From an optimization exercise on the open Yosys and OpenROAD flow, aimed at small area and a short achievable clock period; shortcuts taken in it are not production practice.
Function was not checked in any run shown here: the RTL went through the layout flow alone.
Power is estimated from default activity; no workload was simulated.

==> flow/design.v, too long to show whole: its modules and the start of the top module <==
// module tv80_alu: 358 lines
// module tv80_mcode: 2185 lines
// module tv80_reg: 33 lines
// module tv80_core: 1831 lines
// module tv80n: 140 lines
module tv80n ( 
  m1_n, mreq_n, iorq_n, rd_n, wr_n, rfsh_n, halt_n, busak_n, A, dout,
  reset_n, clk, wait_n, int_n, nmi_n, busrq_n, di
  );
  // ...
==> flow/run.sh <==
#!/bin/bash
# synth_recipe.tcl (not shown) runs the flow's synth.tcl, then flattens the netlist and writes it again
# the make line also repeats each setting of config.mk as NAME=value (left out here)
make -C /OpenROAD-flow-scripts/flow DESIGN_CONFIG=/design/flow/config.mk WORK_HOME=/design/flow/orfs CLKGATE_MAP_FILE= SYNTH_SCRIPT=/design/flow/synth_recipe.tcl finish
==> flow/config.mk <==
export PLATFORM = sky130hd
export DESIGN_NAME = tv80n
export DESIGN_NICKNAME = tv80n
export VERILOG_FILES = /design/flow/design.v
export SDC_FILE = /design/flow/constraint.sdc
export NUM_CORES = 4
export LEC_CHECK = 0
export CAP_MARGIN = 20
export CORE_MARGIN = 2
export CORE_UTILIZATION = 40
export SLEW_MARGIN = 20
==> flow/constraint.sdc <==
create_clock -name core_clock -period 12.0 [get_ports {clk}]
set_input_delay 2.4000 -clock core_clock [delete_from_list [all_inputs] [get_ports {clk}]]
set_output_delay 2.4000 -clock core_clock [all_outputs]
set_load 0.01 [all_outputs]
==> summary.md, run 1 <==
| Metric | Value |
|---|---|
| Status | `complete, no violations` |
| WL/cell | `35.8 um` |
| PnR worst setup slack | `5380 ps` |
| Layout clock buffers | `52` |
| Worst Hold Path EP | `i_tv80_core.IR_m1_loaded` |
| CTS tree | `built` |
| Worst-path clk slew | `60 ps` |
| Critical path's top delay family | `compound AO/OA/AOI/OAI gates` |
| Detailed-route wire length on metal 1 | `75,400 um` |
| Skew final | `39.5 ps` |
| Distinct cells, synth | `109` |
| Post_cts resized | `0` |
| Syn-to-layout area delta | `9.07%` |
| Sequential power | `~1.4 mW` |
| Clk tree area frac | `4.14%` |
| Final instance area | `0.0397 mm^2` |
| Mux cell area share after synthesis | `7.88%` |
| Area contributors post-synth | `edfxtp_1 22%, dfrtp_1 5.0%, a21oi_1 5.0%, nand2_1 4.7%, nor2_1 4.3%` |
| PwrDens | `73.6 mW/mm^2` |
| Multi-input combinational area share | `60.4%` |
| Post-synth EDFFs | `~270` |
| Power Combinational | `23.9 uW` |
| Post-synthesis adder-cell area fraction | `4.35%` |
| Utilization after layout | `44.1%` |
| Logic pwr share | `0.8%` |
==> module tv80_alu, before the edit <==
module tv80_alu ( 
  Q, F_Out, 
  Arith16, Z16, ALU_Op, IR, ISet, BusA, BusB, F_In
  );
  parameter		Mode   = 0;
  parameter		Flag_C = 0;
  parameter		Flag_N = 1;
  parameter		Flag_P = 2;
  parameter		Flag_X = 3;
  parameter		Flag_H = 4;
  parameter		Flag_Y = 5;
  parameter		Flag_Z = 6;
  parameter		Flag_S = 7;
  input 		Arith16;
  input 		Z16;
  input [3:0]           ALU_Op ;
  input [5:0]           IR;
  input [1:0]           ISet;
  input [7:0]           BusA;
  input [7:0]           BusB;
  input [7:0]           F_In;
  output [7:0]          Q;
  output [7:0]          F_Out;
  reg [7:0]             Q;
  reg [7:0]             F_Out;
  function [4:0] AddSub4;
    input [3:0] A;
    input [3:0] B;
    input Sub;
    input Carry_In;
    begin
      AddSub4 = { 1'b0, A } + { 1'b0, (Sub)?~B:B } + {4'h0,Carry_In};
    end
  endfunction  
  function [3:0] AddSub3;
    input [2:0] A;
    input [2:0] B;
    input Sub;
    input Carry_In;
    begin
      AddSub3 = { 1'b0, A } + { 1'b0, (Sub)?~B:B } + {3'h0,Carry_In};
    end
  endfunction  
  function [1:0] AddSub1;
    input A;
    input B;
    input Sub;
    input Carry_In;
    begin
      AddSub1 = { 1'b0, A } + { 1'b0, (Sub)?~B:B } + {1'h0,Carry_In};
    end
  endfunction  
  reg UseCarry;
  reg Carry7_v;
  reg OverFlow_v;
  reg HalfCarry_v;
  reg Carry_v;
  reg [7:0] Q_v;
  reg [7:0] BusB_v;
  reg [7:0] BitMask;
  always @( ALU_Op or BusA or BusB or F_In or IR)
    begin
      case (IR[5:3])
        3'b000 : BitMask = 8'b00000001;
        3'b001 : BitMask = 8'b00000010;
        3'b010 : BitMask = 8'b00000100; 
        3'b011 : BitMask = 8'b00001000; 
        3'b100 : BitMask = 8'b00010000; 
        3'b101 : BitMask = 8'b00100000; 
        3'b110 : BitMask = 8'b01000000; 
        default: BitMask = 8'b10000000; 
      endcase  
      UseCarry = ~ ALU_Op[2] && ALU_Op[0];
      BusB_v = (ALU_Op[1]) ? ~BusB : BusB;
      { Carry_v, Q_v } = { 1'b0, BusA } + { 1'b0, BusB_v } + { 8'h00, ALU_Op[1] ^ (UseCarry && F_In[Flag_C]) };
      HalfCarry_v = Q_v[4] ^ BusA[4] ^ BusB_v[4];
      Carry7_v = Q_v[7] ^ BusA[7] ^ BusB_v[7];
      OverFlow_v = Carry_v ^ Carry7_v;
    end  
  reg [7:0] Q_t;
  reg [8:0] DAA_Q;
  always @ ( ALU_Op or Arith16 or BitMask or BusA or BusB
	    or Carry_v or F_In or HalfCarry_v or IR or ISet
	    or OverFlow_v or Q_v or Z16)
    begin
      Q_t = 8'hxx;
      DAA_Q = {9{1'bx}};
      F_Out = F_In;
      case (ALU_Op)
	4'b0000, 4'b0001,  4'b0010, 4'b0011, 4'b0100, 4'b0101, 4'b0110, 4'b0111 :
          begin
	    F_Out[Flag_N] = 1'b0;
	    F_Out[Flag_C] = 1'b0;
	    case (ALU_Op[2:0])
	      3'b000, 3'b001 :  
                begin
		  Q_t = Q_v;
		  F_Out[Flag_C] = Carry_v;
		  F_Out[Flag_H] = HalfCarry_v;
		  F_Out[Flag_P] = OverFlow_v;
                end
	      3'b010, 3'b011, 3'b111 :  
                begin
		  Q_t = Q_v;
		  F_Out[Flag_N] = 1'b1;
		  F_Out[Flag_C] = ~ Carry_v;
		  F_Out[Flag_H] = ~ HalfCarry_v;
		  F_Out[Flag_P] = OverFlow_v;
                end
	      3'b100 :  
                begin
		  Q_t[7:0] = BusA & BusB;
		  F_Out[Flag_H] = 1'b1;
                end
	      3'b101 :  
                begin
		  Q_t[7:0] = BusA ^ BusB;
		  F_Out[Flag_H] = 1'b0;
                end
	      default :  
                begin
		  Q_t[7:0] = BusA | BusB;
		  F_Out[Flag_H] = 1'b0;
                end
	    endcase  
	    if (ALU_Op[2:0] == 3'b111 ) 
              begin  
		F_Out[Flag_X] = BusB[3];
		F_Out[Flag_Y] = BusB[5];
	      end 
            else 
              begin
		F_Out[Flag_X] = Q_t[3];
		F_Out[Flag_Y] = Q_t[5];
	      end
	    if (Q_t[7:0] == 8'b00000000 ) 
              begin
		F_Out[Flag_Z] = 1'b1;
		if (Z16 == 1'b1 ) 
                  begin
		    F_Out[Flag_Z] = F_In[Flag_Z];	 
		  end
	      end 
            else 
              begin
		F_Out[Flag_Z] = 1'b0;
	      end  
	    F_Out[Flag_S] = Q_t[7];
	    case (ALU_Op[2:0])
	      3'b000, 3'b001, 3'b010, 3'b011, 3'b111 :  
                ;
	      default :
	        F_Out[Flag_P] = ~(^Q_t);                    
	    endcase  
	    if (Arith16 == 1'b1 ) 
              begin
		F_Out[Flag_S] = F_In[Flag_S];
		F_Out[Flag_Z] = F_In[Flag_Z];
		F_Out[Flag_P] = F_In[Flag_P];
	      end
          end  
	4'b1100 :
          begin
	    F_Out[Flag_H] = F_In[Flag_H];
	    F_Out[Flag_C] = F_In[Flag_C];
	    DAA_Q[7:0] = BusA;
	    DAA_Q[8] = 1'b0;
	    if (F_In[Flag_N] == 1'b0 ) 
              begin
		if (DAA_Q[3:0] > 9 || F_In[Flag_H] == 1'b1 ) 
                  begin
		    if ((DAA_Q[3:0] > 9) ) 
                      begin
			F_Out[Flag_H] = 1'b1;
		      end 
                    else 
                      begin
			F_Out[Flag_H] = 1'b0;
		      end
		    DAA_Q = DAA_Q + 6;
		  end  
		if (DAA_Q[8:4] > 9 || F_In[Flag_C] == 1'b1 ) 
                  begin
		    DAA_Q = DAA_Q + 96;  
		  end
	      end 
            else 
              begin
		if (DAA_Q[3:0] > 9 || F_In[Flag_H] == 1'b1 ) 
                  begin
		    if (DAA_Q[3:0] > 5 ) 
                      begin
			F_Out[Flag_H] = 1'b0;
		      end
		    DAA_Q[7:0] = DAA_Q[7:0] - 6;
		  end
		if (BusA > 153 || F_In[Flag_C] == 1'b1 ) 
                  begin
		    DAA_Q = DAA_Q - 352;  
		  end
	      end  
	    F_Out[Flag_X] = DAA_Q[3];
	    F_Out[Flag_Y] = DAA_Q[5];
	    F_Out[Flag_C] = F_In[Flag_C] || DAA_Q[8];
	    Q_t = DAA_Q[7:0];
	    if (DAA_Q[7:0] == 8'b00000000 ) 
              begin
		F_Out[Flag_Z] = 1'b1;
	      end 
            else 
              begin
		F_Out[Flag_Z] = 1'b0;
	      end
	    F_Out[Flag_S] = DAA_Q[7];
	    F_Out[Flag_P] = ~ (^DAA_Q);
          end  
	4'b1101, 4'b1110 :
          begin
	    Q_t[7:4] = BusA[7:4];
	    if (ALU_Op[0] == 1'b1 ) 
              begin
		Q_t[3:0] = BusB[7:4];
	      end 
            else 
              begin
		Q_t[3:0] = BusB[3:0];
	      end
	    F_Out[Flag_H] = 1'b0;
	    F_Out[Flag_N] = 1'b0;
	    F_Out[Flag_X] = Q_t[3];
	    F_Out[Flag_Y] = Q_t[5];
	    if (Q_t[7:0] == 8'b00000000 ) 
              begin
		F_Out[Flag_Z] = 1'b1;
	      end 
            else 
              begin
		F_Out[Flag_Z] = 1'b0;
	      end
	    F_Out[Flag_S] = Q_t[7];
            F_Out[Flag_P] = ~(^Q_t);
          end  
	4'b1001 :
          begin
	    Q_t[7:0] = BusB & BitMask;
	    F_Out[Flag_S] = Q_t[7];
	    if (Q_t[7:0] == 8'b00000000 ) 
              begin
		F_Out[Flag_Z] = 1'b1;
		F_Out[Flag_P] = 1'b1;
	      end 
            else 
              begin
		F_Out[Flag_Z] = 1'b0;
		F_Out[Flag_P] = 1'b0;
	      end
	    F_Out[Flag_H] = 1'b1;
	    F_Out[Flag_N] = 1'b0;
	    F_Out[Flag_X] = 1'b0;
	    F_Out[Flag_Y] = 1'b0;
	    if (IR[2:0] != 3'b110 ) 
              begin
		F_Out[Flag_X] = BusB[3];
		F_Out[Flag_Y] = BusB[5];
	      end
          end  
	4'b1010 :
	  Q_t[7:0] = BusB | BitMask;
	4'b1011 :
	  Q_t[7:0] = BusB & ~ BitMask;
	4'b1000 :
          begin
	    case (IR[5:3])
	      3'b000 :  
                begin
		  Q_t[7:1] = BusA[6:0];
		  Q_t[0] = BusA[7];
		  F_Out[Flag_C] = BusA[7];
                end
	      3'b010 :  
                begin
		  Q_t[7:1] = BusA[6:0];
		  Q_t[0] = F_In[Flag_C];
		  F_Out[Flag_C] = BusA[7];
                end
	      3'b001 :  
                begin
		  Q_t[6:0] = BusA[7:1];
		  Q_t[7] = BusA[0];
		  F_Out[Flag_C] = BusA[0];
                end
	      3'b011 :  
                begin                        
		  Q_t[6:0] = BusA[7:1];
		  Q_t[7] = F_In[Flag_C];
		  F_Out[Flag_C] = BusA[0];
                end
	      3'b100 :  
                begin
		  Q_t[7:1] = BusA[6:0];
		  Q_t[0] = 1'b0;
		  F_Out[Flag_C] = BusA[7];
                end
	      3'b110 :  
                begin
		  if (Mode == 3 ) 
                    begin
		      Q_t[7:4] = BusA[3:0];
		      Q_t[3:0] = BusA[7:4];
		      F_Out[Flag_C] = 1'b0;                            
		    end 
                  else 
                    begin
		      Q_t[7:1] = BusA[6:0];
		      Q_t[0] = 1'b1;
		      F_Out[Flag_C] = BusA[7];
		    end  
                end  
	      3'b101 :  
                begin
		  Q_t[6:0] = BusA[7:1];
		  Q_t[7] = BusA[7];
		  F_Out[Flag_C] = BusA[0];
                end
	      default :  
                begin
		  Q_t[6:0] = BusA[7:1];
		  Q_t[7] = 1'b0;
		  F_Out[Flag_C] = BusA[0];
                end
	    endcase  
	    F_Out[Flag_H] = 1'b0;
	    F_Out[Flag_N] = 1'b0;
	    F_Out[Flag_X] = Q_t[3];
	    F_Out[Flag_Y] = Q_t[5];
	    F_Out[Flag_S] = Q_t[7];
	    if (Q_t[7:0] == 8'b00000000 ) 
              begin
		F_Out[Flag_Z] = 1'b1;
	      end 
            else 
              begin
		F_Out[Flag_Z] = 1'b0;
	      end
            F_Out[Flag_P] = ~(^Q_t);
	    if (ISet == 2'b00 ) 
              begin
		F_Out[Flag_P] = F_In[Flag_P];
		F_Out[Flag_S] = F_In[Flag_S];
		F_Out[Flag_Z] = F_In[Flag_Z];
	      end
          end  
	default :
	  ;
      endcase  
      Q = Q_t;
    end  
endmodule  
==> run 2, diff against run 1 <==
--- a/flow/design.v
+++ b/flow/design.v
@@ -51,35 +51,33 @@
     end
   endfunction  
   reg UseCarry;
   reg Carry7_v;
   reg OverFlow_v;
   reg HalfCarry_v;
   reg Carry_v;
   reg [7:0] Q_v;
-  reg [7:0] BusB_v;
   reg [7:0] BitMask;
   always @( ALU_Op or BusA or BusB or F_In or IR)
     begin
       case (IR[5:3])
         3'b000 : BitMask = 8'b00000001;
         3'b001 : BitMask = 8'b00000010;
         3'b010 : BitMask = 8'b00000100; 
         3'b011 : BitMask = 8'b00001000; 
         3'b100 : BitMask = 8'b00010000; 
         3'b101 : BitMask = 8'b00100000; 
         3'b110 : BitMask = 8'b01000000; 
         default: BitMask = 8'b10000000; 
       endcase  
       UseCarry = ~ ALU_Op[2] && ALU_Op[0];
-      BusB_v = (ALU_Op[1]) ? ~BusB : BusB;
-      { Carry_v, Q_v } = { 1'b0, BusA } + { 1'b0, BusB_v } + { 8'h00, ALU_Op[1] ^ (UseCarry && F_In[Flag_C]) };
-      HalfCarry_v = Q_v[4] ^ BusA[4] ^ BusB_v[4];
-      Carry7_v = Q_v[7] ^ BusA[7] ^ BusB_v[7];
+      { HalfCarry_v, Q_v[3:0] } = AddSub4(BusA[3:0], BusB[3:0], ALU_Op[1], ALU_Op[1] ^ (UseCarry && F_In[Flag_C]) );
+      { Carry7_v, Q_v[6:4]  } = AddSub3(BusA[6:4], BusB[6:4], ALU_Op[1], HalfCarry_v);
+      { Carry_v, Q_v[7] } = AddSub1(BusA[7], BusB[7], ALU_Op[1], Carry7_v);
       OverFlow_v = Carry_v ^ Carry7_v;
     end  
   reg [7:0] Q_t;
   reg [8:0] DAA_Q;
   always @ ( ALU_Op or Arith16 or BitMask or BusA or BusB
 	    or Carry_v or F_In or HalfCarry_v or IR or ISet
 	    or OverFlow_v or Q_v or Z16)
     begin
@@ -2684,23 +2682,21 @@
   reg [4:0]     Read_To_Reg_r;
   reg           Arith16_r;
   reg           Z16_r;
   reg [3:0]     ALU_Op_r;
   reg           Save_ALU_r;
   reg           PreserveC_r;
   reg [2:0]     mcycles;
   wire [2:0]    mcycles_d;
-  wire [2:0]    tstates_mc;
-  reg  [2:0]    tstates;
+  wire [2:0]    tstates;
   reg           IntCycle;
   reg           NMICycle;
   wire          Inc_PC;
   wire          Inc_WZ;
-  wire [3:0]    IncDec_16_mc;
   wire [3:0]    IncDec_16;
   wire [1:0]    Prefix;
   wire          Read_To_Acc;
   wire          Read_To_Reg;
   wire [3:0]     Set_BusB_To;
   wire [3:0]     Set_BusA_To;
   wire [3:0]     ALU_Op;
   wire           Save_ALU;
@@ -2712,17 +2708,16 @@
   wire           JumpXY;
   wire           Call;
   wire           RstP;
   wire           LDZ;
   wire           LDW;
   wire           LDSPHL;
   wire           iorq_i;
   wire [2:0]     Special_LD;
-  wire           ExchangeDH_mc;
   wire           ExchangeDH;
   wire           ExchangeRp;
   wire           ExchangeAF;
   wire           ExchangeRS;
   wire           I_DJNZ;
   wire           I_CPL;
   wire           I_CCF;
   wire           I_SCF;
@@ -2734,34 +2729,33 @@
   wire           I_RRD;
   wire           I_INRC;
   wire           SetDI;
   wire           SetEI;
   wire [1:0]     IMode;
   wire           Halt;
   reg [15:0]     PC16;
   reg [15:0]     PC16_B;
-  reg [15:0]     SP16, XYD16;
-  reg            ID16Z;
+  reg [15:0]     SP16, SP16_A, SP16_B;
   reg [15:0]     ID16_B;
   reg            Oldnmi_n;
   tv80_mcode #(Mode, Flag_C, Flag_N, Flag_P, Flag_X, Flag_H, Flag_Y, Flag_Z, Flag_S) i_mcode
     (
      .IR                   (IR),
      .ISet                 (ISet),
      .MCycle               (mcycle),
      .F                    (F),
      .NMICycle             (NMICycle),
      .IntCycle             (IntCycle),
      .MCycles              (mcycles_d),
-     .TStates              (tstates_mc),
+     .TStates              (tstates),
      .Prefix               (Prefix),
      .Inc_PC               (Inc_PC),
      .Inc_WZ               (Inc_WZ),
-     .IncDec_16            (IncDec_16_mc),
+     .IncDec_16            (IncDec_16),
      .Read_To_Acc          (Read_To_Acc),
      .Read_To_Reg          (Read_To_Reg),
      .Set_BusB_To          (Set_BusB_To),
      .Set_BusA_To          (Set_BusA_To),
      .ALU_Op               (ALU_Op),
      .Save_ALU             (Save_ALU),
      .PreserveC            (PreserveC),
      .Arith16              (Arith16),
@@ -2771,17 +2765,17 @@
      .JumpE                (JumpE),
      .JumpXY               (JumpXY),
      .Call                 (Call),
      .RstP                 (RstP),
      .LDZ                  (LDZ),
      .LDW                  (LDW),
      .LDSPHL               (LDSPHL),
      .Special_LD           (Special_LD),
-     .ExchangeDH           (ExchangeDH_mc),
+     .ExchangeDH           (ExchangeDH),
      .ExchangeRp           (ExchangeRp),
      .ExchangeAF           (ExchangeAF),
      .ExchangeRS           (ExchangeRS),
      .I_DJNZ               (I_DJNZ),
      .I_CPL                (I_CPL),
      .I_CCF                (I_CCF),
      .I_SCF                (I_SCF),
      .I_RETN               (I_RETN),
@@ -2793,104 +2787,16 @@
      .I_INRC               (I_INRC),
      .SetDI                (SetDI),
      .SetEI                (SetEI),
      .IMode                (IMode),
      .Halt                 (Halt),
      .NoRead               (no_read),
      .Write                (write)
      );
-  wire [7:0]     IR_m1n = (IntCycle == 1'b1 && IStatus == 2'b01) ? 8'b11111111 :
-                          (Halt_FF == 1'b1 || (IntCycle == 1'b1 && IStatus == 2'b10) || NMICycle == 1'b1) ? 8'b00000000 :
-                          dinst;
-  wire [1:0]     ISet_m1n = (Prefix == 2'b01 || Prefix == 2'b10) ? Prefix : 2'b00;
-  wire [3:0]     IncDec_16_m1n;
-  wire           ExchangeDH_m1n;
-  reg  [3:0]     IncDec_16_q;
-  reg            ExchangeDH_q;
-  reg            IR_m1_loaded;
-  tv80_mcode #(Mode, Flag_C, Flag_N, Flag_P, Flag_X, Flag_H, Flag_Y, Flag_Z, Flag_S) i_mcode_m1
-    (
-     .IR                   (IR_m1n),
-     .ISet                 (ISet_m1n),
-     .MCycle               (7'b0000001),
-     .F                    (F),
-     .NMICycle             (NMICycle),
-     .IntCycle             (IntCycle),
-     .MCycles              (),
-     .TStates              (),
-     .Prefix               (),
-     .Inc_PC               (),
-     .Inc_WZ               (),
-     .IncDec_16            (IncDec_16_m1n),
-     .Read_To_Acc          (),
-     .Read_To_Reg          (),
-     .Set_BusB_To          (),
-     .Set_BusA_To          (),
-     .ALU_Op               (),
-     .Save_ALU             (),
-     .PreserveC            (),
-     .Arith16              (),
-     .Set_Addr_To          (),
-     .IORQ                 (),
-     .Jump                 (),
-     .JumpE                (),
-     .JumpXY               (),
-     .Call                 (),
-     .RstP                 (),
-     .LDZ                  (),
-     .LDW                  (),
-     .LDSPHL               (),
-     .Special_LD           (),
-     .ExchangeDH           (ExchangeDH_m1n),
-     .ExchangeRp           (),
-     .ExchangeAF           (),
-     .ExchangeRS           (),
-     .I_DJNZ               (),
-     .I_CPL                (),
-     .I_CCF                (),
-     .I_SCF                (),
-     .I_RETN               (),
-     .I_BT                 (),
-     .I_BC                 (),
-     .I_BTR                (),
-     .I_RLD                (),
-     .I_RRD                (),
-     .I_INRC               (),
-     .SetDI                (),
-     .SetEI                (),
-     .IMode                (),
-     .Halt                 (),
-     .NoRead               (),
-     .Write                ()
-     );
-  always @ (posedge clk)
-    begin
-      if (ClkEn == 1'b1 && mcycle[0] && tstate[2] && wait_n == 1'b1)
-        begin
-          IncDec_16_q <= IncDec_16_m1n;
-          ExchangeDH_q <= ExchangeDH_m1n;
-        end
-      else if (mcycle[0] && (tstate[3] || (tstate[2] && IR_m1_loaded)))
-        begin
-          IncDec_16_q <= IncDec_16_q;
-          ExchangeDH_q <= ExchangeDH_q;
-        end
-      else
-        begin
-          IncDec_16_q <= IncDec_16_mc;
-          ExchangeDH_q <= mcycle[0] & ExchangeDH_mc;
-        end
-      if (tstate[1])
-        IR_m1_loaded <= 1'b0;
-      else if (ClkEn == 1'b1 && mcycle[0] && tstate[2] && wait_n == 1'b1)
-        IR_m1_loaded <= 1'b1;
-    end
-  assign IncDec_16 = IncDec_16_q;
-  assign ExchangeDH = ExchangeDH_q;
   tv80_alu #(Mode, Flag_C, Flag_N, Flag_P, Flag_X, Flag_H, Flag_Y, Flag_Z, Flag_S) i_alu
     (
      .Arith16              (Arith16_r),
      .Z16                  (Z16_r),
      .ALU_Op               (ALU_Op_r),
      .IR                   (IR[5:0]),
      .ISet                 (ISet),
      .BusA                 (BusA),
@@ -2924,18 +2830,16 @@
         7'b0001zzz : mcyc_to_number = 3'h4;
         7'b00001zz : mcyc_to_number = 3'h3;
         7'b000001z : mcyc_to_number = 3'h2;
         7'b0000001 : mcyc_to_number = 3'h1;
         default : mcyc_to_number = 3'h1;
       endcase
     end
   endfunction
-  always @ (posedge clk)
-    tstates <= tstates_mc;
   always @( mcycle or mcycles or tstate or tstates)
     begin
       case (mcycles)
         1 : last_mcycle = mcycle[0];
         2 : last_mcycle = mcycle[1];
         3 : last_mcycle = mcycle[2];
         4 : last_mcycle = mcycle[3];
         5 : last_mcycle = mcycle[4];
@@ -2977,77 +2881,77 @@
         Save_Mux = ALU_Q;
     end  
   always @ (posedge clk or negedge reset_n)
     begin
       if (reset_n == 1'b0 ) 
         begin
           PC <= 0;   
           A <= 0;
-          ;
+          TmpAddr <= 0;
           IR <= 8'b00000000;
           ISet <= 2'b00;
           XY_State <= 2'b00;
           IStatus <= 2'b00;
-          ;
-          ;
-          ;
-          ;
-          ;
-          ;
-          ;
-          ;
+          mcycles <= 3'b000;
+          dout <= 8'b00000000;
+          ACC <= 8'hFF;
+          F <= 8'hFF;
+          Ap <= 8'hFF;
+          Fp <= 8'hFF;
+          I <= 0;
+          SP <= 16'hFFFF;
           Alternate <= 1'b0;
-          ;
-          ;
+          Read_To_Reg_r <= 5'b00000;
+          Arith16_r <= 1'b0;
           BTR_r <= 1'b0;
-          ;
-          ;
-          ;
-          ;
+          Z16_r <= 1'b0;
+          ALU_Op_r <= 4'b0000;
+          Save_ALU_r <= 1'b0;
+          PreserveC_r <= 1'b0;
           XY_Ind <= 1'b0;
         end 
       else 
         begin
           if (ClkEn == 1'b1 ) 
             begin
-              ;
-              ;
-              ;
-              ;
+              ALU_Op_r <= 4'b0000;
+              Save_ALU_r <= 1'b0;
+              Read_To_Reg_r <= 5'b00000;
+              mcycles <= mcycles_d;
               if (IMode != 2'b11 ) 
                 begin
                   IStatus <= IMode;
                 end
-              ;
-              ;
+              Arith16_r <= Arith16;
+              PreserveC_r <= PreserveC;
               if (ISet == 2'b10 && ALU_Op[2] == 1'b0 && ALU_Op[0] == 1'b1 && mcycle[2] ) 
                 begin
-                  ;
+                  Z16_r <= 1'b1;
                 end 
               else 
                 begin
-                  ;
+                  Z16_r <= 1'b0;
                 end
               if (mcycle[0] && (tstate[1] | tstate[2] | tstate[3] )) 
                 begin
                   if (tstate[2] && wait_n == 1'b1 ) 
                     begin
                       if (Jump == 1'b0 && Call == 1'b0 && NMICycle == 1'b0 && IntCycle == 1'b0 && ~ (Halt_FF == 1'b1 || Halt == 1'b1) ) 
                         begin
                           PC <= PC16;
                         end
                       if (IntCycle == 1'b1 && IStatus == 2'b01 ) 
                         begin
                           IR <= 8'b11111111;
                         end 
                       else if (Halt_FF == 1'b1 || (IntCycle == 1'b1 && IStatus == 2'b10) || NMICycle == 1'b1 ) 
                         begin
                           IR <= 8'b00000000;
-			  ;  
+			  TmpAddr[7:0] <= dinst;  
                         end 
                       else 
                         begin
                           IR <= dinst;
                         end
                       ISet <= 2'b00;
                       if (Prefix != 2'b00 ) 
                         begin
@@ -3190,440 +3094,16 @@
                                     end
                                 end  
                               default   :
                                 begin                                    
                                   A <= PC;
                                 end
                             endcase  
                           end  
-                      ;
-                      ;
-                      if (I_CPL == 1'b1 ) 
-                        begin
-                          ;
-                          ;
-                          ;
-                          ;
-                          ;
-                        end
-                      if (I_CCF == 1'b1 ) 
-                        begin
-                          ;
-                          ;
-                          ;
-                          ;
-                          ;
-                        end
-                      if (I_SCF == 1'b1 ) 
-                        begin
-                          ;
-                          ;
-                          ;
-                          ;
-                          ;
-                        end
-                    end  
-                  if (tstate[2] && wait_n == 1'b1 ) 
-                    begin
-                      if (ISet == 2'b01 && mcycle[6] ) 
-                        begin
-                          IR <= dinst;
-                        end
-                      if (JumpE == 1'b1 ) 
-                        begin
-                          PC <= PC16;
-                        end 
-                      else if (Inc_PC == 1'b1 ) 
-                        begin
-                          PC <= PC16;
-                        end
-                      if (BTR_r == 1'b1 ) 
-                        begin
-                          PC <= PC16;
-                        end
-                      if (RstP == 1'b1 ) 
-                        begin
-                          ;
-                        end
-                    end
-                  if (tstate[3] && mcycle[5] ) 
-                    begin
-                      ;
-                    end
-                  if ((tstate[2] && wait_n == 1'b1) || (tstate[4] && mcycle[0]) ) 
-                    begin
-                      if (IncDec_16[2:0] == 3'b111 ) 
-                        begin
-                          ;
-                        end
-                    end
-                  if (LDSPHL == 1'b1 ) 
-                    begin
-                      ;
-                    end
-                  if (ExchangeAF == 1'b1 ) 
-                    begin
-                      ;
-                      ;
-                      ;
-                      ;
-                    end
-                  if (ExchangeRS == 1'b1 ) 
-                    begin
-                      Alternate <= ~ Alternate;
-                    end
-                end  
-              if (tstate[3] ) 
-                begin
-                  if (LDZ == 1'b1 ) 
-                    begin
-                      ;
-                    end
-                  if (LDW == 1'b1 ) 
-                    begin
-                      ;
-                    end
-                  if (Special_LD[2] == 1'b1 ) 
-                    begin
-                      case (Special_LD[1:0])
-                        2'b00 :
-                          begin
-                            ;
-                            ;
-			    ;
-			    ;
-			    ;
-			    ; 
-                          end
-                        2'b01 :
-                          begin
-                            ;
-                            ;
-			    ;
-			    ;
-			    ;
-			    ; 
-                          end
-                        2'b10 :
-                          ;
-                        default : ;
-                      endcase
-                    end
-                end  
-              if ((I_DJNZ == 1'b0 && Save_ALU_r == 1'b1) || ALU_Op_r == 4'b1001 ) 
-                begin
-                  if (Mode == 3 ) 
-                    begin
-                      ;
-                      ;
-                      ;
-                      if (PreserveC_r == 1'b0 ) 
-                        begin
-                          ;
-                        end
-                    end 
-                  else 
-                    begin
-                      ;
-                      if (PreserveC_r == 1'b0 ) 
-                        begin
-                          ;
-                        end
-                    end
-                end  
-              if (T_Res == 1'b1 && I_INRC == 1'b1 ) 
-                begin
-                  ;
-                  ;
-                  if (DI_Reg[7:0] == 8'b00000000 ) 
-                    begin
-                      ;
-                    end 
-                  else 
-                    begin
-                      ;
-                    end
-                  ;
-                  ;
-                end  
-              if (tstate[1] && Auto_Wait_t1 == 1'b0 ) 
-                begin
-                  ;
-                  if (I_RLD == 1'b1 ) 
-                    begin
-                      ;
-                      ;
-                    end
-                  if (I_RRD == 1'b1 ) 
-                    begin
-                      ;
-                      ;
-                    end
-                end
-              if (T_Res == 1'b1 ) 
-                begin
-                  ;
-                  ;
-                  if (Read_To_Acc == 1'b1 ) 
-                    begin
-                      ;
-                      ;
-                    end
-                end
-              if (tstate[1] && I_BT == 1'b1 ) 
-                begin
-                  ;
-                  ;
-                  ;
-                  ;
-                end
-              if (I_BC == 1'b1 || I_BT == 1'b1 ) 
-                begin
-                  ;
-                end
-              if ((tstate[1] && Save_ALU_r == 1'b0 && Auto_Wait_t1 == 1'b0) ||
-                  (Save_ALU_r == 1'b1 && ALU_Op_r != 4'b0111) ) 
-                begin
-                  case (Read_To_Reg_r)
-                    5'b10111 :
-                      ;
-                    5'b10110 :
-                      ;
-                    5'b11000 :
-                      ;
-                    5'b11001 :
-                      ;
-                    5'b11011 :
-                      ;
-                    default : ;
-                  endcase
-                end  
-            end  
-        end  
-    end
-  always @ (posedge clk)
-    begin
-      if (1'b0) 
-        begin
-          ;   
-          ;
-          TmpAddr <= 0;
-          ;
-          ;
-          ;
-          ;
-          mcycles <= 3'b000;
-          dout <= 8'b00000000;
-          ACC <= 8'hFF;
-          F <= 8'hFF;
-          Ap <= 8'hFF;
-          Fp <= 8'hFF;
-          I <= 0;
-          SP <= 16'hFFFF;
-          ;
-          Read_To_Reg_r <= 5'b00000;
-          Arith16_r <= 1'b0;
-          ;
-          Z16_r <= 1'b0;
-          ALU_Op_r <= 4'b0000;
-          Save_ALU_r <= 1'b0;
-          PreserveC_r <= 1'b0;
-          ;
-        end 
-      else 
-        begin
-          if (ClkEn == 1'b1 ) 
-            begin
-              ALU_Op_r <= 4'b0000;
-              Save_ALU_r <= 1'b0;
-              Read_To_Reg_r <= 5'b00000;
-              mcycles <= mcycles_d;
-              if (IMode != 2'b11 ) 
-                begin
-                  ;
-                end
-              Arith16_r <= Arith16;
-              PreserveC_r <= PreserveC;
-              if (ISet == 2'b10 && ALU_Op[2] == 1'b0 && ALU_Op[0] == 1'b1 && mcycle[2] ) 
-                begin
-                  Z16_r <= 1'b1;
-                end 
-              else 
-                begin
-                  Z16_r <= 1'b0;
-                end
-              if (mcycle[0] && (tstate[1] | tstate[2] | tstate[3] )) 
-                begin
-                  if (tstate[2] && wait_n == 1'b1 ) 
-                    begin
-                      if (Jump == 1'b0 && Call == 1'b0 && NMICycle == 1'b0 && IntCycle == 1'b0 && ~ (Halt_FF == 1'b1 || Halt == 1'b1) ) 
-                        begin
-                          ;
-                        end
-                      if (IntCycle == 1'b1 && IStatus == 2'b01 ) 
-                        begin
-                          ;
-                        end 
-                      else if (Halt_FF == 1'b1 || (IntCycle == 1'b1 && IStatus == 2'b10) || NMICycle == 1'b1 ) 
-                        begin
-                          ;
-			  TmpAddr[7:0] <= dinst;  
-                        end 
-                      else 
-                        begin
-                          ;
-                        end
-                      ;
-                      if (Prefix != 2'b00 ) 
-                        begin
-                          if (Prefix == 2'b11 ) 
-                            begin
-                              if (IR[5] == 1'b1 ) 
-                                begin
-                                  ;
-                                end 
-                              else 
-                                begin
-                                  ;
-                                end
-                            end 
-                          else 
-                            begin
-                              if (Prefix == 2'b10 ) 
-                                begin
-                                  ;
-                                  ;
-                                end
-                              ;
-                            end
-                        end 
-                      else 
-                        begin
-                          ;
-                          ;
-                        end
-                    end  
-                end 
-              else 
-                begin
-                  if (mcycle[5] ) 
-                    begin
-                      ;
-                      if (Prefix == 2'b01 ) 
-                        begin
-                          ;
-                        end
-                    end
-                  if (T_Res == 1'b1 ) 
-                    begin
-                      ;
-                      if (Jump == 1'b1 ) 
-                        begin
-                          ;
-                          ;
-                          ;
-                          ;
-                        end 
-                      else if (JumpXY == 1'b1 ) 
-                        begin
-                          ;
-                          ;
-                        end else if (Call == 1'b1 || RstP == 1'b1 ) 
-                          begin
-                            ;
-                            ;
-                          end 
-                        else if (last_mcycle && NMICycle == 1'b1 ) 
-                          begin
-                            ;
-                            ;
-                          end 
-                        else if (mcycle[2] && IntCycle == 1'b1 && IStatus == 2'b10 ) 
-                          begin
-                            ;
-                            ;
-                            ;
-                            ;
-                          end 
-                        else 
-                          begin
-                            case (Set_Addr_To)
-                              aXY :
-                                begin
-                                  if (XY_State == 2'b00 ) 
-                                    begin
-                                      ;
-                                    end 
-                                  else 
-                                    begin
-                                      if (NextIs_XY_Fetch == 1'b1 )
-                                        begin
-                                          ;
-                                        end 
-                                      else 
-                                        begin
-                                          ;
-                                        end
-                                    end  
-                                end  
-                              aIOA :
-                                begin
-                                  if (Mode == 3 ) 
-                                    begin
-                                      ;
-                                    end 
-                                  else if (Mode == 2 ) 
-                                    begin
-                                      ;
-                                    end 
-                                  else 
-                                    begin
-                                      ;
-                                    end
-                                  ;
-                                end  
-                              aSP :
-                                begin
-                                  ;
-                                end
-                              aBC :
-                                begin
-                                  if (Mode == 3 && iorq_i == 1'b1 ) 
-                                    begin
-                                      ;
-                                      ;
-                                    end 
-                                  else 
-                                    begin
-                                      ;
-                                    end
-                                end  
-                              aDE :
-                                begin
-                                  ;
-                                end
-                              aZI :
-                                begin                                  
-                                  if (Inc_WZ == 1'b1 ) 
-                                    begin
-                                      ;
-                                    end 
-                                  else 
-                                    begin
-                                      ;
-                                      ;
-                                    end
-                                end  
-                              default   :
-                                begin                                    
-                                  ;
-                                end
-                            endcase  
-                          end  
                       Save_ALU_r <= Save_ALU;
                       ALU_Op_r <= ALU_Op;
                       if (I_CPL == 1'b1 ) 
                         begin
                           ACC <= ~ ACC;
                           F[Flag_Y] <= ~ ACC[5];
                           F[Flag_H] <= 1'b1;
                           F[Flag_X] <= ~ ACC[3];
@@ -3645,38 +3125,38 @@
                           F[Flag_X] <= ACC[3];
                           F[Flag_N] <= 1'b0;
                         end
                     end  
                   if (tstate[2] && wait_n == 1'b1 ) 
                     begin
                       if (ISet == 2'b01 && mcycle[6] ) 
                         begin
-                          ;
+                          IR <= dinst;
                         end
                       if (JumpE == 1'b1 ) 
                         begin
-                          ;
+                          PC <= PC16;
                         end 
                       else if (Inc_PC == 1'b1 ) 
                         begin
-                          ;
+                          PC <= PC16;
                         end
                       if (BTR_r == 1'b1 ) 
                         begin
-                          ;
+                          PC <= PC16;
                         end
                       if (RstP == 1'b1 ) 
                         begin
                           TmpAddr <= { 10'h0, IR[5:3], 3'h0 };
                         end
                     end
                   if (tstate[3] && mcycle[5] ) 
                     begin
-                      TmpAddr <= XYD16;
+                      TmpAddr <= SP16;
                     end
                   if ((tstate[2] && wait_n == 1'b1) || (tstate[4] && mcycle[0]) ) 
                     begin
                       if (IncDec_16[2:0] == 3'b111 ) 
                         begin
                           SP <= SP16;
                         end
                     end
@@ -3688,17 +3168,17 @@
                     begin
                       Ap <= ACC;
                       ACC <= Ap;
                       Fp <= F;
                       F <= Fp;
                     end
                   if (ExchangeRS == 1'b1 ) 
                     begin
-                      ;
+                      Alternate <= ~ Alternate;
                     end
                 end  
               if (tstate[3] ) 
                 begin
                   if (LDZ == 1'b1 ) 
                     begin
                       TmpAddr[7:0] <= DI_Reg;
                     end
@@ -3848,17 +3328,17 @@
               RegAddrC <= { XY_State[1],  2'b11 };
             end
           if (I_DJNZ == 1'b1 && Save_ALU_r == 1'b1 && Mode < 2 ) 
             begin
               IncDecZ <= F_Out[Flag_Z];
             end
           if ((tstate[2] || (tstate[3] && mcycle[0])) && IncDec_16[2:0] == 3'b100 ) 
             begin
-              if (ID16Z) 
+              if (ID16 == 0 ) 
                 begin
                   IncDecZ <= 1'b0;
                 end 
               else 
                 begin
                   IncDecZ <= 1'b1;
                 end
             end
@@ -4034,98 +3514,73 @@
       IntE = IntE_FF1;
       iorq = iorq_i;
       stop = I_DJNZ;
     end
   always @ (posedge clk or negedge reset_n)
     begin : sync_inputs
       if (~reset_n) 
         begin
-          ;
-          ;
+          BusReq_s <= 1'b0;
+          INT_s <= 1'b0;
           NMI_s <= 1'b0;
           Oldnmi_n <= 1'b0;
         end 
       else
         begin
           if (cen == 1'b1 ) 
             begin
-              ;
-              ;
+              BusReq_s <= ~ busrq_n;
+              INT_s <= ~ int_n;
               if (NMICycle == 1'b1 ) 
                 begin
                   NMI_s <= 1'b0;
                 end 
               else if (nmi_n == 1'b0 && Oldnmi_n == 1'b1 ) 
                 begin
                   NMI_s <= 1'b1;
                 end
               Oldnmi_n <= nmi_n;
             end
         end
     end
-  always @ (posedge clk)
-    begin : sync_inputs_nr
-      if (1'b0) 
-        begin
-          BusReq_s <= 1'b0;
-          INT_s <= 1'b0;
-          ;
-          ;
-        end 
-      else
-        begin
-          if (cen == 1'b1 ) 
-            begin
-              BusReq_s <= ~ busrq_n;
-              INT_s <= ~ int_n;
-              if (NMICycle == 1'b1 ) 
-                begin
-                  ;
-                end 
-              else if (nmi_n == 1'b0 && Oldnmi_n == 1'b1 ) 
-                begin
-                  ;
-                end
-              ;
-            end
-        end
-    end
   always @ (posedge clk or negedge reset_n)
     begin
       if (reset_n == 1'b0 ) 
         begin
           mcycle <= 7'b0000001;
           tstate <= 7'b0000001;
           Pre_XY_F_M <= 3'b000;
           Halt_FF <= 1'b0;
           BusAck <= 1'b0;
           NMICycle <= 1'b0;
           IntCycle <= 1'b0;
           IntE_FF1 <= 1'b0;
           IntE_FF2 <= 1'b0;
-          ;
-          ;
+          No_BTR <= 1'b0;
+          Auto_Wait_t1 <= 1'b0;
           Auto_Wait_t2 <= 1'b0;
           m1_n <= 1'b1;
         end 
       else
         begin
           if (cen == 1'b1 ) 
             begin
               if (T_Res == 1'b1 ) 
                 begin
-                  ;
+                  Auto_Wait_t1 <= 1'b0;
                 end 
               else 
                 begin
-		  ;
+		  Auto_Wait_t1 <= Auto_Wait || (iorq_i & ~Auto_Wait_t2);
                 end
               Auto_Wait_t2 <= Auto_Wait_t1 & !T_Res;
-              ;
+              No_BTR <= (I_BT && (~ IR[4] || ~ F[Flag_P])) ||
+                        (I_BC && (~ IR[4] || F[Flag_Z] || ~ F[Flag_P])) ||
+                        (I_BTR && (~ IR[4] || F[Flag_Z]));
               if (tstate[2] ) 
                 begin
                   if (SetEI == 1'b1 ) 
                     begin
                       if (!NMICycle)
                         IntE_FF1 <= 1'b1;
                       IntE_FF2 <= 1'b1;
                     end
@@ -4222,181 +3677,51 @@
                 end
               if (tstate[0]) 
                 begin
                   m1_n <= 1'b0;
                 end
             end
         end
     end
-  always @ (posedge clk)
+  always @( BTR_r or DI_Reg or IncDec_16 or JumpE or PC
+	   or RegBusA or RegBusC or SP or tstate)
     begin
-      if (1'b0) 
+      if (JumpE == 1'b1 ) 
         begin
-          ;
-          ;
-          ;
-          ;
-          ;
-          ;
-          ;
-          ;
-          ;
-          No_BTR <= 1'b0;
-          Auto_Wait_t1 <= 1'b0;
-          ;
-          ;
+          PC16_B = { {8{DI_Reg[7]}}, DI_Reg };
         end 
+      else if (BTR_r == 1'b1 ) 
+        begin
+          PC16_B = -2;
+        end
       else
         begin
-          if (cen == 1'b1 ) 
-            begin
-              if (T_Res == 1'b1 ) 
-                begin
-                  Auto_Wait_t1 <= 1'b0;
-                end 
-              else 
-                begin
-		  Auto_Wait_t1 <= Auto_Wait || (iorq_i & ~Auto_Wait_t2);
-                end
-              ;
-              No_BTR <= (I_BT && (~ IR[4] || ~ F[Flag_P])) || (I_BC && (~ IR[4] || F[Flag_Z] || ~ F[Flag_P])) || (I_BTR && (~ IR[4] || F[Flag_Z]));
-              if (tstate[2] ) 
-                begin
-                  if (SetEI == 1'b1 ) 
-                    begin
-                      if (!NMICycle)
-                        ;
-                      ;
-                    end
-                  if (I_RETN == 1'b1 ) 
-                    begin
-                      ;
-                    end
-                end
-              if (tstate[3] ) 
-                begin
-                  if (SetDI == 1'b1 ) 
-                    begin
-                      ;
-                      ;
-                    end
-                end
-              if (IntCycle == 1'b1 || NMICycle == 1'b1 ) 
-                begin
-                  ;
-                end
-              if (mcycle[0] && tstate[2] && wait_n == 1'b1 ) 
-                begin
-                  ;
-                end
-              if (BusReq_s == 1'b1 && BusAck == 1'b1 ) 
-                begin
-                end 
-              else 
-                begin
-                  ;
-                  if (tstate[2] && wait_n == 1'b0 ) 
-                    begin
-                    end 
-                  else if (T_Res == 1'b1 ) 
-                    begin
-                      if (Halt == 1'b1 ) 
-                        begin
-                          ;
-                        end
-                      if (BusReq_s == 1'b1 ) 
-                        begin
-                          ;
-                        end 
-                      else 
-                        begin
-                          ;
-                          if (NextIs_XY_Fetch == 1'b1 ) 
-                            begin
-                              ;
-                              ;
-                              if (IR == 8'b00110110 && Mode == 0 ) 
-                                begin
-                                  ;
-                                end
-                            end 
-                          else if ((mcycle[6]) || (mcycle[5] && Mode == 1 && ISet != 2'b01) ) 
-                            begin
-                              ;
-                            end 
-                          else if ((last_mcycle) ||
-                                   No_BTR == 1'b1 ||
-                                   (mcycle[1] && I_DJNZ == 1'b1 && IncDecZ == 1'b1) ) 
-                            begin
-                              ;
-                              ;
-                              ;
-                              ;
-                              if (NMI_s == 1'b1 && Prefix == 2'b00 ) 
-                                begin
-                                  ;
-                                  ;
-                                end 
-                              else if ((IntE_FF1 == 1'b1 && INT_s == 1'b1) && Prefix == 2'b00 && SetEI == 1'b0 ) 
-                                begin
-                                  ;
-                                  ;
-                                  ;
-                                end
-                            end 
-                          else 
-                            begin
-                              ;
-                            end
-                        end
-                    end 
-                  else 
-                    begin    
-                      if ( ~(Auto_Wait == 1'b1 && Auto_Wait_t2 == 1'b0) &&
-                           ~(IOWait == 1 && iorq_i == 1'b1 && Auto_Wait_t1 == 1'b0) ) 
-                        begin
-                          ;
-                        end
-                    end
-                end
-              if (tstate[0]) 
-                begin
-                  ;
-                end
-            end
+          PC16_B = 1;
         end
-    end
-  function [15:0] incdec16;
-    input [15:0] a;
-    input        dec;
-    reg   [15:0] x;
-    reg   [15:0] t;
-    integer      k;
-    begin
-      x = dec ? ~a : a;
-      t[0] = 1'b1;
-      for (k = 1; k < 16; k = k + 1)
-        t[k] = t[k-1] & x[k-1];
-      incdec16 = a ^ t;
-    end
-  endfunction
-  always @( BTR_r or DI_Reg or IncDec_16 or JumpE or PC
-	   or RegBusA or RegBusC or SP)
-    begin
-      if (JumpE == 1'b1 )
-        PC16 = PC + { {8{DI_Reg[7]}}, DI_Reg };
-      else if (BTR_r == 1'b1 )
-        PC16 = { incdec16(PC[15:1], 1'b1), PC[0] };
+      if (tstate[3])
+        begin
+          SP16_A = RegBusC;
+          SP16_B = { {8{DI_Reg[7]}}, DI_Reg };
+        end
+      else
+        begin
+          SP16_A = SP;
+          if (IncDec_16[3] == 1'b1)
+            SP16_B = -1;
+          else
+            SP16_B = 1;
+        end
+      if (IncDec_16[3])  
+        ID16_B = -1;
       else
-        PC16 = incdec16(PC, 1'b0);
-      SP16 = incdec16(SP, IncDec_16[3]);
-      XYD16 = RegBusC + { {8{DI_Reg[7]}}, DI_Reg };
-      ID16 = incdec16(RegBusA, IncDec_16[3]);
-      ID16Z = IncDec_16[3] ? (RegBusA == 16'h0001) : (RegBusA == 16'hFFFF);
+        ID16_B = 1;
+      ID16 = RegBusA + ID16_B;
+      PC16 = PC + PC16_B;
+      SP16 = SP16_A + SP16_B;
     end  
   always @( IntCycle or NMICycle or mcycle)
     begin
       Auto_Wait = 1'b0;
       if (IntCycle == 1'b1 || NMICycle == 1'b1 ) 
         begin
           if (mcycle[0] ) 
             begin
==> run 2 against run 1 <==
Net effect:
- clock power shrank 3%
- worst setup slack lost 3200 ps
- cell count shrank 0.27%
- largest power group unchanged
- non-clock buffer count grew 32
==> summary.md, run 2 <==
| Metric | Value |
|---|---|
| Worst hold stages | `2 (unchanged)` |
| Distinct cells, synth | `128 (was 109)` |
| Largest net degree at the start of global routing | `102 (was 81)` |
| Largest area contributor in the netlist | `edfxtp_1 (unchanged)` |
| Final WL | `207,000 um (was 199,000 um)` |
| Pleak | `14.9 nW (was 13.7 nW)` |
| Seq/Total Area, Yosys | `28.2% (was 28.7%)` |
| Clock period minus worst slack | `9850 ps (was 6620 ps)` |
| Arrival @ worst endpoint | `10,130 ps (was 6880 ps)` |
| Final TNS setup | `0 ps (unchanged)` |
| Post-CTS Setup Bufs | `0 (unchanged)` |
| Beginning of the worst hold path | `i_tv80_core.A[4] (was i_tv80_core.IR_m1_loaded)` |
| Most common cell in the netlist | `nand2_1 (unchanged)` |
| Final Instance Count excl. Fillers | `5,550 (was 5,565)` |
| Synth top area share | `14.7% (was 22.4%)` |
| Worst skew pair latency | `650 ps (was 640 ps)` |
| Vias/cell | `7.18 (was 7.27)` |
| Post-synth EDFFs | `170 (was 271)` |
| Clk buf depth | `3 (unchanged)` |
| Die extent in y | `299 um (was 306 um)` |
| Register share of total power | `45.5% (was 46.2%)` |
| # IOs | `46 (unchanged)` |
| Ys async rst share | `49.2% (was 20.7%)` |
| Placed cells | `5,464 (was 5,470)` |
| Die area | `0.0893 mm^2 (was 0.0933 mm^2)` |
| Commonest non-fill, non-tap cell in the layout | `nand2_1 (unchanged)` |
| Unrepaired setup endpoints after global routing | `false (unchanged)` |
| Syn nets | `4,563 (was 4,598)` |
| Max FO, Critical Path | `43 (was 29)` |
| Yosys warnings | `5 (unchanged)` |
| Top cells by count, synth | `559 x nand2_1, 404 x nor2_1, 385 x o21ai_0, 368 x a21oi_1, 269 x clkbuf_1 (was 454 x nand2_1, 420 x nor2_1, 362 x a21oi_1, 277 x o21ai_0, 271 x edfxtp_1)` |
| CTS Sinks | `358 (was 367)` |
| Skew final | `25.9 ps (was 39.5 ps)` |
| Crit path required time | `12,290 ps (was 12,250 ps)` |
| Worst-path clk slew | `60 ps (about the same)` |
| Fraction of layout cells with a size suffix above 1 | `12.2% (was 10.5%)` |
| Internal | `2.18 mW (was 2.26 mW)` |
| Max Cap Violations | `0 (unchanged)` |
| Cell row count | `108 (was 110)` |
| Post-synth top flop | `edfxtp_1 (unchanged)` |
| Worst-Margin Slew | `1390 ps (was 1250 ps)` |
| IO buf count | `44 (unchanged)` |
| H-tree levels | `2 (unchanged)` |
| Initial Util | `40.2% (was 40.4%)` |
| R2R Path Start | `i_tv80_core.IR[3] (was i_tv80_core.tstate[3])` |
| Root Buffer | `clkbuf_16 (unchanged)` |
| Most frequent cells in the layout | `559 x nand2_1, 398 x nor2_1, 382 x o21ai_0 (was 454 x nand2_1, 412 x nor2_1, 360 x a21oi_1)` |
| GRT Overall Usage | `44.9% (was 41.3%)` |
| Syn-to-layout area delta | `10.3% (was 9.07%)` |
| TritonCTS buffer count | `44 (was 47)` |
| Clock share of power | `53.6% (was 53.0%)` |
| DP HPWL | `157,000 um (was 149,000 um)` |
| First-pass GRT wire length | `288,000 um (was 281,000 um)` |
| Area contributors post-synth | `edfxtp_1 15%, dfrtp_1 9.0%, nand2_1 6.0%, o21ai_0 5.5%, a21oi_1 5.3% (was edfxtp_1 22%, dfrtp_1 5.0%, a21oi_1 5.0%, nand2_1 4.7%, nor2_1 4.3%)` |
| Switch share | `22.2% (was 22.5%)` |
| Fin crit share | `82.1% (was 55.2%)` |
| Reg2reg path depth | `23 (was 12)` |
| Hold slack | `478 ps (was 487 ps)` |
| Grt total ovfl | `0 (unchanged)` |
| Detailed-route wire length on metal 1 | `86,900 um (was 75,400 um)` |
| Post_cts resized | `0 (unchanged)` |
| Final instance area | `0.0383 mm^2 (was 0.0397 mm^2)` |
| Drt first pass iters | `8 (unchanged)` |
| Top layer in use | `met5 (unchanged)` |
| WL/cell | `37.3 um (was 35.8 um)` |
| Largest regs | `i_tv80_core.i_reg.RegsH (64), i_tv80_core.i_reg.RegsL (64) (unchanged)` |
| Fmax | `102 MHz (was 151 MHz)` |
| Vias in the first global route | `36.6k (was 37.6k)` |
| CTS tree | `built (unchanged)` |
| Mapped Avg Cell Area | `7.83 um^2 (was 8.15 um^2)` |
| Via count | `39.8k (was 40.5k)` |
| DRC viols | `0 (unchanged)` |
| Max transition margin | `6.49% (was 15.7%)` |
| Max IR drop VDD | `123 uV (was 131 uV)` |
| Placed inst area | `0.0367 mm^2 (was 0.0380 mm^2)` |
| Hold_buf cts | `0 (unchanged)` |
| Routed wl met2 | `81,300 um (was 84,300 um)` |
| Fin. max-slew vios | `0 (unchanged)` |
| Logic pwr share | `0.9% (was 0.8%)` |
| Status | `complete, no violations (unchanged)` |
| Area of the core | `0.0865 mm^2 (was 0.0900 mm^2)` |
| Hold WC Path Type | `reg2reg (unchanged)` |
| Hold Fails Final Rpt | `0 (unchanged)` |
| Initial antenna violation count | `11 (was 14)` |
| CP startpoint | `i_tv80_core.IR[3] (was i_tv80_core.tstate[3])` |
| DRT iter0 DRCs | `6,550 (was 6,681)` |
| Startpoint types | `flip-flop (unchanged)` |
| Routability cong. | `1.09 (about the same)` |
| Final setup fails | `0 (unchanged)` |
| Post-DRT Antenna Nets | `0 (unchanged)` |
| Critical path class | `reg2reg (unchanged)` |
| Nets | `4,478 (was 4,481)` |
| PwrDens | `73.2 mW/mm^2 (was 73.6 mW/mm^2)` |
| Register bit total from synthesis | `358 (was 367)` |
| Chip width | `299 um (was 306 um)` |
| Mapped cell area | `0.0348 mm^2 (was 0.0364 mm^2)` |
| Worst Setup End Kind | `flip-flop (unchanged)` |
| Net switching power | `623 uW (was 656 uW)` |
| Met3 WL | `28,400 um (was 24,500 um)` |
| Post-Syn Instances | `4,440 (was 4,460)` |
==> run 2: cell count changes in the layout (fill, tap and decap cells not counted), sizes merged, moves of 23 or more <==
cell and delta:
o21ai +112, nand2 +107, edfxtp -101, dfrtp +52
dfstp +48, buf +31, inv -29, a31oi -27
mux2 +27, nor3 -23
==> run 2: final timing paths <==
path / endpoint / slack (ps)
setup / recovery: i_tv80_core.i_reg.RegsH[2][2] / 2150
hold / removal: i_tv80_core.A[4] / 480
setup reg to reg: i_tv80_core.i_reg.RegsH[2][2] / 2150
hold reg to reg: i_tv80_core.A[4] / 480
max in group asynchronous: i_tv80_core.PC[10] / 8780
min in group asynchronous: i_tv80_core.IR[4] / 1820
==> run 2: cell families after synthesis <==
kind of cell               Yosys count  share of synthesized area (%)
and+or+nand+nor                   1604                           21.8
AOI/OAI and AO/OA                 1572                           29.7
buffers and inverters              475                           5.65
DFF                                358                           28.2
muxes                              224                           8.08
adders and majority gates          110                           4.13
xor gates and xnor gates            96                           2.44
other                                1                         0.0108
==> run 2: through the flow <==
stage	worst slack, ps	util (%)	power (mW)
detailed placement	2350	42.4	1.33
global placement	2730	42.4	1.33
finish	2150	44.3	2.81
floorplan	5310	-	1.30
global route	2040	44.3	2.86
CTS	2270	44.3	2.81
==> run 2: layout make-up <==
cell class,instances,area (um^2)
flip-flops and latches,358,9830
inverters,114,429
diodes,4,10.0
fillers,8846,48100
repair buffers,230,1850
well taps,1155,1450
clock buffers,68,1330
multi-input cells,3607,23200
clock inverters,14,280
==> run 2: critical path, stage by stage (launching register included) <==
cell and delay, ps:
dfrtp_4 820, buf_4 570, or2_1 260, or4_1 190, a31oi_1 270, or4_1 710
nor2_1 490, nand3_2 660, buf_4 460, and3_1 190, a32o_1 280, a21o_1 460
nand3_1 560, o22a_1 210, o221ai_1 110, nor3_1 540, ha_1 440, nand3_1 150
o21ai_0 130, or3_4 410, a21o_1 200, xor2_1 250, a211oi_1 120, o31ai_1 940
==> run 2: per-layer routing <==
metal / vias to the layer above / GRT usage, %
met5: - / 0.0529
met4: 8 / 17.5
met3: 583 / 15.0
met2: 3007 / 61.7
met1: 19677 / 64.2
li1: 16563 / -
==> run 2: power groups by stage <==
stage               logic, mW  clock network, mW  registers, mW
finish                 0.0254               1.50           1.28
global route           0.0271               1.55           1.28
CTS                    0.0253               1.51           1.28
detailed placement     0.0253                  0           1.30
global placement       0.0251                  0           1.30
floorplan             0.00210                  0           1.30
==> run 3, diff against run 2 <==
--- a/flow/config.mk
+++ b/flow/config.mk
@@ -6,6 +6,8 @@
 export NUM_CORES = 4
 export LEC_CHECK = 0
-export CAP_MARGIN = 20
+export CAP_MARGIN = 0
 export CORE_MARGIN = 2
-export CORE_UTILIZATION = 40
-export SLEW_MARGIN = 20
+export CORE_UTILIZATION = 55
+export CTS_BUF_LIST = sky130_fd_sc_hd__clkbuf_4 sky130_fd_sc_hd__clkbuf_8
+export CTS_CLUSTER_SIZE = 30
+export SLEW_MARGIN = 0
==> run 3 against run 2 <==
Net effect:
- the layout now fails its checks (max-capacitance violations, max-slew violations)
- clock skew rose by 15 ps
- clock power fell by 21%
- largest cell class unchanged
- final area fell by 2.7%
- synthesized cell count did not move
- power fell by 11%
- worst hold slack improved by 6.1 ps
- fmax rose by 2.7%
- highest routed layer unchanged
- routed wire length fell by 8.8%
- sequential power barely moved
- critical endpoint is now i_tv80_core.i_reg.RegsH[1][2]
==> summary.md, run 3 <==
| Metric | Value |
|---|---|
| Chip width | `255 um (was 299 um)` |
| Largest net degree at the start of global routing | `154 (was 102)` |
| Post-DRT Antenna Nets | `0 (unchanged)` |
| Via count | `41.4k (was 39.8k)` |
| Final TNS setup | `0 ps (unchanged)` |
| Utilization after layout | `59.5% (was 44.3%)` |
| Clock share of power | `47.7% (was 53.6%)` |
| Fillers | `5,513 (was 8,846)` |
| Switch share | `23.2% (was 22.2%)` |
| WL/cell | `36.0 um (was 37.3 um)` |
| Vias/cell | `7.90 (was 7.18)` |
| Worst skew pair latency | `720 ps (was 650 ps)` |
| Internal | `1.91 mW (was 2.18 mW)` |
| Net switching power | `576 uW (was 623 uW)` |
| Ys async rst share | `49.2% (unchanged)` |
| Max Cap Violations | `2 (was 0)` |
| Drt first pass iters | `12 (was 8)` |
| Worst Setup End Kind | `flip-flop (unchanged)` |
| Area of the core | `0.0627 mm^2 (was 0.0865 mm^2)` |
| Arrival @ worst endpoint | `9930 ps (was 10,130 ps)` |
| Top cells by count, synth | `559 x nand2_1, 404 x nor2_1, 385 x o21ai_0, 368 x a21oi_1, 269 x clkbuf_1 (unchanged)` |
| Most common cell in the netlist | `nand2_1 (unchanged)` |
| Largest area contributor in the netlist | `edfxtp_1 (unchanged)` |
| Final WL | `189,000 um (was 207,000 um)` |
| CP bufs+invs | `4 (was 2)` |
| Commonest non-fill, non-tap cell in the layout | `nand2_1 (unchanged)` |
| Register share of total power | `51.4% (was 45.5%)` |
| First-pass GRT wire length | `269,000 um (was 288,000 um)` |
| Clock period minus worst slack | `9580 ps (was 9850 ps)` |
| # IOs | `46 (unchanged)` |
| Clk buf depth | `3 (unchanged)` |
| Fin. max-slew vios | `9 (was 0)` |
| Worst-path clk slew | `60 ps (about the same)` |
| Post-Syn Instances | `4,440 (unchanged)` |
| Fin crit share | `79.9% (was 82.1%)` |
| CTS Sinks | `358 (unchanged)` |
| H-tree levels | `2 (unchanged)` |
| Pleak | `14.6 nW (was 14.9 nW)` |
| Critical-path top delay cell | `o31ai_1 (unchanged)` |
| CTS tree | `built (unchanged)` |
| Hold WC Path Type | `reg2reg (unchanged)` |
| Max incr delay on CP | `850 ps (was 940 ps)` |
| GRT Overall Usage | `55.8% (was 44.9%)` |
| Unrepaired setup endpoints after global routing | `false (unchanged)` |
| Max transition margin | `-10.6% (was 6.49%)` |
| Cell row count | `92 (was 108)` |
| Hold_buf cts | `0 (unchanged)` |
| Post_cts resized | `0 (unchanged)` |
| Die extent in y | `255 um (was 299 um)` |
| Final Instance Count excl. Fillers | `5,240 (was 5,550)` |
| Mapped Avg Cell Area | `7.83 um^2 (unchanged)` |
| Vias in the first global route | `38.2k (was 36.6k)` |
| Register bit total from synthesis | `358 (unchanged)` |
| Fmax | `104 MHz (was 102 MHz)` |
| Critical path's top delay family | `simple AND/OR/NAND/NOR gates (unchanged)` |
| Crit path required time | `12,340 ps (was 12,290 ps)` |
| Final setup fails | `0 (unchanged)` |
| Post-synth top flop | `edfxtp_1 (unchanged)` |
| Die area | `0.0652 mm^2 (was 0.0893 mm^2)` |
| Nets | `4,459 (was 4,478)` |
| Most frequent cells in the layout | `559 x nand2_1, 403 x nor2_1, 382 x o21ai_0 (was 559 x nand2_1, 398 x nor2_1, 382 x o21ai_0)` |
| TritonCTS buffer count | `59 (was 44)` |
| Fraction of layout cells with a size suffix above 1 | `11.8% (was 12.2%)` |
| Post-CTS Setup Bufs | `0 (unchanged)` |
| Syn nets | `4,563 (unchanged)` |
| PwrDens | `66.7 mW/mm^2 (was 73.2 mW/mm^2)` |
| Area contributors post-synth | `edfxtp_1 15%, dfrtp_1 9.0%, nand2_1 6.0%, o21ai_0 5.5%, a21oi_1 5.3% (unchanged)` |
| IO buf count | `44 (unchanged)` |
| Layout check failures | `max-capacitance violations, max-slew violations` |
| Skew final | `41.2 ps (was 25.9 ps)` |
| Placed cells | `5,119 (was 5,464)` |
| Crit path top cell by count | `buf_4` |
| Initial antenna violation count | `13 (was 11)` |
| Max FO, Critical Path | `33 (was 43)` |
| Placed inst area | `0.0360 mm^2 (was 0.0367 mm^2)` |
| Logic pwr share | `1.0% (was 0.9%)` |
| Root Buffer | `clkbuf_8 (was clkbuf_16)` |
| Synth top area share | `14.7% (unchanged)` |
| DRC viols | `0 (unchanged)` |
| Initial Util | `55.4% (was 40.2%)` |
| Syn-to-layout area delta | `7.31% (was 10.3%)` |
| Startpoint types | `flip-flop (unchanged)` |
| Critical path class | `reg2reg (unchanged)` |
| Grt total ovfl | `0 (unchanged)` |
| Hold Fails Final Rpt | `0 (unchanged)` |
| Largest regs | `i_tv80_core.i_reg.RegsH (64), i_tv80_core.i_reg.RegsL (64) (unchanged)` |
| Distinct cells, synth | `128 (unchanged)` |
| Post-synth EDFFs | `170 (unchanged)` |
| Status | `complete, but fails checks (was complete, no violations)` |
| Worst-Margin Slew | `1640 ps (was 1390 ps)` |
| DP HPWL | `136,000 um (was 157,000 um)` |
| Max IR drop VDD | `177 uV (was 123 uV)` |
| Yosys warnings | `5 (unchanged)` |
| Final instance area | `0.0373 mm^2 (was 0.0383 mm^2)` |
| Mapped cell area | `0.0348 mm^2 (unchanged)` |
| Routability cong. | `1.13 (was 1.09)` |
| DRT iter0 DRCs | `8,431 (was 6,550)` |
| Seq/Total Area, Yosys | `28.2% (unchanged)` |
-- run 3: cell counts after synthesis --
No cell type changed its count.
-- run 3: final timing paths --
check	start	end	slack, ps	cells after the start
max in group asynchronous	reset_n	i_tv80_core.IR[3]	9060	2
min in group asynchronous	reset_n	i_tv80_core.tstate[4]	1630	1
max reg2reg	i_tv80_core.IR[0]	i_tv80_core.i_reg.RegsH[1][2]	2420	25
min	i_tv80_core.A[4]	i_tv80_core.A[4]	480	2
min reg2reg	i_tv80_core.A[4]	i_tv80_core.A[4]	480	2
max	i_tv80_core.IR[0]	i_tv80_core.i_reg.RegsH[1][2]	2420	25
-- run 3: cell type report --
cell class	instances	area, um^2	area share (%)
Tap cell	846	1060	2.84
Antenna cell	11	27.5	0.0738
Timing Repair Buffer	196	1610	4.31
Multi-Input combinational cell	3607	23100	61.9
Clock buffer	88	1090	2.93
Inverter	114	428	1.15
Sequential cell	358	9830	26.3
Clock inverter	20	169	0.453
-- run 3: logic make-up after synthesis --
logic type / synth area share, %
and+or+nand+nor: 21.8
AOI/OAI and AO/OA: 29.7
buffers and inverters: 5.65
DFF: 28.2
muxes: 8.08
adders and majority gates: 4.13
xor gates and xnor gates: 2.44
other: 0.0108
-- run 3: power by group through the flow --
stage	Combinational (mW)	Clock, mW	Sequential (mW)
6_report	0.0239	1.19	1.28
5_1_grt	0.0255	1.22	1.28
4_1_cts	0.0232	1.17	1.28
3_5_place_dp	0.0231	0	1.30
3_3_place_gp	0.0230	0	1.30
2_1_floorplan	0.00210	0	1.30
-- run 3: layer usage --
metal	global-route usage [%]	vias to the layer above	share of wire [%]
met3	23.3	1365	16
met1	66.9	19187	33
li1	-	16550	-
met2	78.3	4259	39
met4	43.8	12	11
met5	1.39	-	0.11
-- run 3: worst min-delay path, delay by kind of cell, from the launching register on --
kind,cells,cell delay (ps)
compound gates,1,60
flops,1,340
simple gates,1,50
-- run 3: through the flow --
step / hold WS [ps] / worst slack [ps] / power, mW
3_5_place_dp: 470 / 2910 / 1.32
6_report: 484 / 2420 / 2.49
4_1_cts: 483 / 2810 / 2.47
3_3_place_gp: 463 / 3150 / 1.32
2_1_floorplan: 439 / 5310 / 1.30
5_1_grt: 520 / 2070 / 2.52

==> re-timing with driven ports <==
The results above use ideal ports. As a check the final layouts listed here were re-extracted and re-timed, cells and wires unchanged. Step 1 (the two cells are an assumption about what drives the block):
set clk [get_ports {clk}]
set_driving_cell -lib_cell sky130_fd_sc_hd__clkbuf_16 $clk
set_driving_cell -lib_cell sky130_fd_sc_hd__buf_2 [delete_from_list [all_inputs] $clk]
Step 2, shift: input delay + t, output delay - t, t = (earliest + latest rising clock arrival at the registers) / 2. This alone moves slack from input paths to output paths. a / b / c = ideal / step 1 / step 2; a / b = the first two.
| run | shift t [ns] | setup slack, ns | worst hold slack (ns) | worst data-port slew with drivers (ns) |
|---|---|---|---|---|
| run 1 | 0.688 | 5.375 / 5.375 / 5.375 | 0.487 / 0.487 / 0.487 | 0.06 |
| run 2 | 0.704 | 2.154 / 2.154 / 2.154 | 0.478 / 0.478 / 0.478 | 0.09 |
| run 3 | 0.766 | 2.415 / 2.415 / 2.415 | 0.484 / 0.484 / 0.484 | 0.05 |
